Background: an optimization exercise with open tools, aiming at small area, a short achievable clock period and few clock cycles. Do not read the settings as production practice. At most, simulation tests tie the RTL to the original design; equivalence was not proved. The flow treats the clock pin as an ideal source, which a real chip does not have. Power figures rest on the tool's default switching activity, not on a simulated workload.

==> run H: inputs <==
Design top, start of the top module:
module top(
    input clk,
    input rst,
    input [7:0] in_data,
    input in_valid,
    input storage_reset,
    output [11:0] out_data,
    output out_valid,
    output in_rdy,
    output [1:0] err_data,
    output err_valid
);
reg  [7:0]  xq;
reg         vq;
reg         W;          
reg  [24:0] S;
reg  [8:0]  Nb;        
reg  [3:0]  st;         
reg         ov, rdy;
reg  [8:0]  Rd;
reg  [12:0] Rsb;       
reg  [11:0] F;
always @(posedge clk)
    xq <= in_data;
wire [24:0] Sn;
sqacc U1(.s(W ? S : 25'd0), .x(vq ? xq : 8'd0), .sn(Sn));
wire [8:0]  Nbn = (W ? Nb : 9'h1ff) - {8'd0, vq};
wire idle  = (st == 4'd0);
wire rnd   = (st == 4'd12);
wire start = idle & vq & ~in_valid;
wire [3:0] st_next = idle ? {3'd0, start} : (rnd ? 4'd0 : st + 4'd1);
always @(posedge clk or posedge rst) begin
    if (rst) begin
        vq  <= 1'b0;
        W   <= 1'b0;
        st  <= 4'd0;
        ov  <= 1'b0;
        rdy <= 1'b0;
    end else begin
        vq  <= in_valid;
        W   <= ~storage_reset;
        st  <= st_next;
        ov  <= rnd;
        rdy <= ~in_valid & (idle ? ~vq : rnd);    
    end
end
reg [1:0] yb;
always @(*) begin
    case (st)
        4'd0: yb = Sn[15:14];
        4'd1: yb = S[13:12];
        4'd2: yb = S[11:10];
        4'd3: yb = S[9:8];
        4'd4: yb = S[7:6];
        4'd5: yb = S[5:4];
        4'd6: yb = S[3:2];
        4'd7: yb = S[1:0];
        default: yb = 2'b00;
    endcase
end
wire [8:0]  rd_out;
wire [12:0] nrs_out;
wire [1:0]  q;
wire        b;
sqrt U0(
    .rd_in  (idle ? Sn[24:16] : Rd),
    .yb     (yb),
  ...
==> module sqrt, before the edit <==
module sqrt(
    input  [8:0]  rd_in,     
    input  [1:0]  yb,        
    input  [8:0]  ndiv,      
    input         zero_q,    
    input  [12:0] nrs_in,    
    input  [11:0] f_in,      
    output [8:0]  rd_out,
    output [12:0] nrs_out,
    output [1:0]  q,         
    output        b          
);
wire [9:0] t1 = {rd_in, yb[1]};
wire [9:0] d1;
wire       q1;
radd #(10) s1(.a(t1), .b({1'b1, ndiv}), .ci(1'b1), .s(d1), .co(q1));
wire [8:0] r1 = q1 ? d1[8:0] : t1[8:0];
wire [9:0] t2 = {r1, yb[0]};
wire [9:0] d2;
wire       q2;
radd #(10) s2(.a(t2), .b({1'b1, ndiv}), .ci(1'b1), .s(d2), .co(q2));
assign rd_out = q2 ? d2[8:0] : t2[8:0];
assign q = {q1, q2};
wire [14:0] nts = {nrs_in, ~(q1 & ~zero_q), ~(q2 & ~zero_q)};
wire [14:0] nds;
wire        lt;
radd #(15) s3(.a(nts), .b({1'b0, f_in, 2'b01}), .ci(1'b0), .s(nds), .co(lt));
assign b = ~lt;
assign nrs_out = lt ? nts[12:0] : nds[12:0];
endmodule
==> module top, before the edit <==
module top(
    input clk,
    input rst,
    input [7:0] in_data,
    input in_valid,
    input storage_reset,
    output [11:0] out_data,
    output out_valid,
    output in_rdy,
    output [1:0] err_data,
    output err_valid
);
reg  [7:0]  xq;
reg         vq;
reg         W;          
reg  [24:0] S;
reg  [8:0]  Nb;        
reg  [3:0]  st;         
reg         ov, rdy;
reg  [8:0]  Rd;
reg  [12:0] Rsb;       
reg  [11:0] F;
always @(posedge clk)
    xq <= in_data;
wire [24:0] Sn;
sqacc U1(.s(W ? S : 25'd0), .x(vq ? xq : 8'd0), .sn(Sn));
wire [8:0]  Nbn = (W ? Nb : 9'h1ff) - {8'd0, vq};
wire idle  = (st == 4'd0);
wire rnd   = (st == 4'd12);
wire start = idle & vq & ~in_valid;
wire [3:0] st_next = idle ? {3'd0, start} : (rnd ? 4'd0 : st + 4'd1);
always @(posedge clk or posedge rst) begin
    if (rst) begin
        vq  <= 1'b0;
        W   <= 1'b0;
        st  <= 4'd0;
        ov  <= 1'b0;
        rdy <= 1'b0;
    end else begin
        vq  <= in_valid;
        W   <= ~storage_reset;
        st  <= st_next;
        ov  <= rnd;
        rdy <= ~in_valid & (idle ? ~vq : rnd);    
    end
end
reg [1:0] yb;
always @(*) begin
    case (st)
        4'd0: yb = Sn[15:14];
        4'd1: yb = S[13:12];
        4'd2: yb = S[11:10];
        4'd3: yb = S[9:8];
        4'd4: yb = S[7:6];
        4'd5: yb = S[5:4];
        4'd6: yb = S[3:2];
        4'd7: yb = S[1:0];
        default: yb = 2'b00;
    endcase
end
wire [8:0]  rd_out;
wire [12:0] nrs_out;
wire [1:0]  q;
wire        b;
sqrt U0(
    .rd_in  (idle ? Sn[24:16] : Rd),
    .yb     (yb),
    .ndiv   (Nbn),       
    .zero_q (rnd),
    .nrs_in (Rsb),
    .f_in   (F),
    .rd_out (rd_out),
    .nrs_out(nrs_out),
    .q      (q),
    .b      (b)
);
wire       b0  = q[1] | q[0];
wire [1:0] rs0 = {q[1] & q[0], q[1] & ~q[0]};    
always @(posedge clk) begin
    S  <= Sn;
    Nb <= Nbn;
    Rd <= rd_out;
    Rsb <= idle ? {11'h7ff, ~rs0} : nrs_out;
    F  <= idle ? {11'd0, b0} : (rnd ? F + {11'd0, b} : {F[10:0], b});
end
assign out_data  = F;
assign out_valid = ov;
assign in_rdy    = rdy;
assign err_data  = 2'b00;
assign err_valid = 1'b0;
endmodule
==> flow/config.mk <==
export PLATFORM = sky130hd
export DESIGN_NAME = top
export DESIGN_NICKNAME = top
export VERILOG_FILES = /design/flow/design.v
export SDC_FILE = /design/flow/constraint.sdc
export NUM_CORES = 4
export LEC_CHECK = 0
export CAP_MARGIN = 20
export CORE_MARGIN = 2
export CORE_UTILIZATION = 40
export SLEW_MARGIN = 20
==> flow/constraint.sdc <==
create_clock -name core_clock -period 100.0 [get_ports {clk}]
set_input_delay 20.0000 -clock core_clock [delete_from_list [all_inputs] [get_ports {clk}]]
set_output_delay 20.0000 -clock core_clock [all_outputs]
set_load 0.01 [all_outputs]
standard.sh (not shown) runs the stock make flow with config.mk's settings and CLKGATE_MAP_FILE= SYNTH_SCRIPT=/design/flow/synth_recipe.tcl, a recipe that flattens the netlist after the stock synthesis.
==> flow/flow/run.sh <==
#!/bin/bash
# The standard layout (the standard.sh) with these changes:
#  1. after the standard synthesis, flow/fa_polarity.py flips full-adder
#     cells (all inputs and outputs complemented, same function) to remove
#     inverters, and flow/remap.tcl re-maps the remaining combinational
#     logic for area with ABC's area mapper (flip-flops and full adders kept).
#     A netlist is used only if Yosys proves it equivalent to the standard
#     netlist (flow/equiv.ys); otherwise the previous one is kept;
#  2. plain buf_1 cells as the port buffers;
#  3. a one-level clock tree built by flow/clock_tree.tcl before CTS
#     (3 clkbuf_16, each driving a third of the flip-flops) instead of
#     TritonCTS's H-tree.
# Each tool's output goes to its own log file in this folder.
set -u
export FLOW_CLK_CELL=sky130_fd_sc_hd__clkbuf_16
RES=orfs/results/sky130hd/top/base
bash standard.sh synth > synth.log 2>&1 || exit 1
cp $RES/1_2_yosys.v 1_2_yosys.std.v
use=1_2_yosys.std.v
proven() {  # proven NETLIST LOG
  cp "$1" gate.v
  yosys -l "$2" -q flow/equiv.ys > /dev/null 2>&1 && grep -q "Equivalence successfully proven" "$2"
}
if python3 flow/fa_polarity.py --free-logic 1_2_yosys.std.v 1_2_yosys.fa.v > fa_polarity.log 2>&1 &&
   proven 1_2_yosys.fa.v equiv_fa.log; then
  use=1_2_yosys.fa.v
  if yosys -l remap.log -q -c flow/remap.tcl > /dev/null 2>&1 &&
     proven 1_2_yosys.remap.v equiv_remap.log; then
    use=1_2_yosys.remap.v
  fi
fi
echo "netlist used: $use" > netlist_used.log
if [ "$use" != 1_2_yosys.std.v ]; then
  cp $use $RES/1_2_yosys.v
  rm -f $RES/1_synth.odb $RES/1_synth.sdc
fi
bash standard.sh BUFFER_PORTS_ARGS="-buffer_cell sky130_fd_sc_hd__buf_1" \
  PRE_CTS_TCL="$PWD/flow/clock_tree.tcl" finish > standard.log 2>&1
Other scripts of this flow, unchanged in this note and not shown: flow/flow/clock_tree.tcl, flow/flow/equiv.ys, flow/flow/fa_polarity.py, flow/flow/remap.tcl
==> inputs of run P, as changes to run H <==
--- a/flow/design.v
+++ b/flow/design.v
@@ -26,5 +26,4 @@
     output [8:0]  rd_out,
     output [12:0] nrs_out,
-    output [1:0]  q,         
     output        b          
 );
@@ -39,5 +38,4 @@
 radd #(10) s2(.a(t2), .b({1'b1, ndiv}), .ci(1'b1), .s(d2), .co(q2));
 assign rd_out = q2 ? d2[8:0] : t2[8:0];
-assign q = {q1, q2};
 wire [14:0] nts = {nrs_in, ~(q1 & ~zero_q), ~(q2 & ~zero_q)};
 wire [14:0] nds;
@@ -59,5 +57,5 @@
     output err_valid
 );
-reg  [7:0]  xq;
+reg  [7:0]  xq;         
 reg         vq;
 reg         W;          
@@ -66,14 +64,12 @@
 reg  [3:0]  st;         
 reg         ov, rdy;
-reg  [8:0]  Rd;
+reg         Rd8;        
 reg  [12:0] Rsb;       
 reg  [11:0] F;
-always @(posedge clk)
-    xq <= in_data;
 wire [24:0] Sn;
 sqacc U1(.s(W ? S : 25'd0), .x(vq ? xq : 8'd0), .sn(Sn));
 wire [8:0]  Nbn = (W ? Nb : 9'h1ff) - {8'd0, vq};
 wire idle  = (st == 4'd0);
-wire rnd   = (st == 4'd12);
+wire rnd   = (st == 4'd13);
 wire start = idle & vq & ~in_valid;
 wire [3:0] st_next = idle ? {3'd0, start} : (rnd ? 4'd0 : st + 4'd1);
@@ -96,12 +92,12 @@
 always @(*) begin
     case (st)
-        4'd0: yb = Sn[15:14];
-        4'd1: yb = S[13:12];
-        4'd2: yb = S[11:10];
-        4'd3: yb = S[9:8];
-        4'd4: yb = S[7:6];
-        4'd5: yb = S[5:4];
-        4'd6: yb = S[3:2];
-        4'd7: yb = S[1:0];
+        4'd1: yb = S[15:14];
+        4'd2: yb = S[13:12];
+        4'd3: yb = S[11:10];
+        4'd4: yb = S[9:8];
+        4'd5: yb = S[7:6];
+        4'd6: yb = S[5:4];
+        4'd7: yb = S[3:2];
+        4'd8: yb = S[1:0];
         default: yb = 2'b00;
     endcase
@@ -109,10 +105,9 @@
 wire [8:0]  rd_out;
 wire [12:0] nrs_out;
-wire [1:0]  q;
 wire        b;
 sqrt U0(
-    .rd_in  (idle ? Sn[24:16] : Rd),
+    .rd_in  ({Rd8, xq}),
     .yb     (yb),
-    .ndiv   (Nbn),       
+    .ndiv   (Nb),
     .zero_q (rnd),
     .nrs_in (Rsb),
@@ -120,15 +115,13 @@
     .rd_out (rd_out),
     .nrs_out(nrs_out),
-    .q      (q),
     .b      (b)
 );
-wire       b0  = q[1] | q[0];
-wire [1:0] rs0 = {q[1] & q[0], q[1] & ~q[0]};    
 always @(posedge clk) begin
     S  <= Sn;
     Nb <= Nbn;
-    Rd <= rd_out;
-    Rsb <= idle ? {11'h7ff, ~rs0} : nrs_out;
-    F  <= idle ? {11'd0, b0} : (rnd ? F + {11'd0, b} : {F[10:0], b});
+    Rd8 <= idle ? Sn[24] : rd_out[8];
+    xq  <= in_valid ? in_data : (idle ? Sn[23:16] : rd_out[7:0]);
+    Rsb <= idle ? 13'h1fff : nrs_out;
+    F  <= idle ? 12'd0 : (rnd ? F + {11'd0, b} : {F[10:0], b});
 end
 assign out_data  = F;
==> metrics.md <==
| Metric | Value |
|---|---|
| Status | finished clean |
| RD Place Congestion | 0.842 |
| Power in the clock group | 13.7 uW |
| Die height | 110 um |
| Multi-input logic area | 0.00269 mm^2 |
| Sink of the worst hold path | st[0] |
| Via count | 3458 |
| Multi-input gate share of total cell area | 0.554 |
| Comb power | 93.8 uW |
| Comb_multi_in | 356 |
The numbers above come from run P.

==> metrics.md <==
| Metric | Value |
|---|---|
| Top power group | combinational logic |
| Multi-input gate share of total cell area | 0.536 |
| Number of flip-flops in the largest register | 25 |
| Multi-input logic area | 0.00270 mm^2 |
| Power in the clock group | 14.3 uW |
| Ports | 29 |
| Per-cell routed wire length | 14.4 um |
| Status | finished clean |
| Comb_multi_in | 340 |
| Initial DRT Pass Iterations | 4 |
| Core box area | 0.0114 mm^2 |
| Die height | 112 um |
| F_max | 48.1 MHz |
| Via count | 3374 |
| Crit path to | out_data[8] |
| Comb power | 80.9 uW |
| Sink of the worst hold path | S[24] |
| Comb pwr share | 0.544 |
| Final cell count without fillers | 662 |
| LEAKAGE | 2.16 nW |
The numbers above come from run H.

Testbench counts of run P, summed over its fixed seeds: cycles 9,702.
Only the layout flow was run in run H; the RTL was not checked for function there.

==> what the ideal ports hide <==
Ports are ideal in the flow. The routed layouts listed here were re-timed in OpenROAD. Step 1: set_driving_cell puts a clkbuf_16 on clk and a buf_2 on each other input, an assumption about the parent block. Step 2 moves the port delays by t, midway between the first and last clock arrival at a register: inputs arrive t later, outputs are due t later. That takes back most of the time a late clock gives input paths. Slacks: no drivers / after step 1 / after step 2; pairs: no drivers / after step 1.
| run | t (ns) | slack for setup (ns) | hold slack, ns | pins driven straight from the clock port |
|---|---|---|---|---|
| run H | 0.229 | 79.210 / 79.147 / 79.253 | 0.462 / 0.462 / 0.462 | 3 |
| run P | 0.234 | 79.134 / 79.143 / 78.948 | 0.488 / 0.488 / 0.488 | 3 |
After both steps setup and hold are still met in every run listed. The setup slack of run P, which loses most, moves by +0.009 ns with the drivers and by -0.186 ns with both steps.
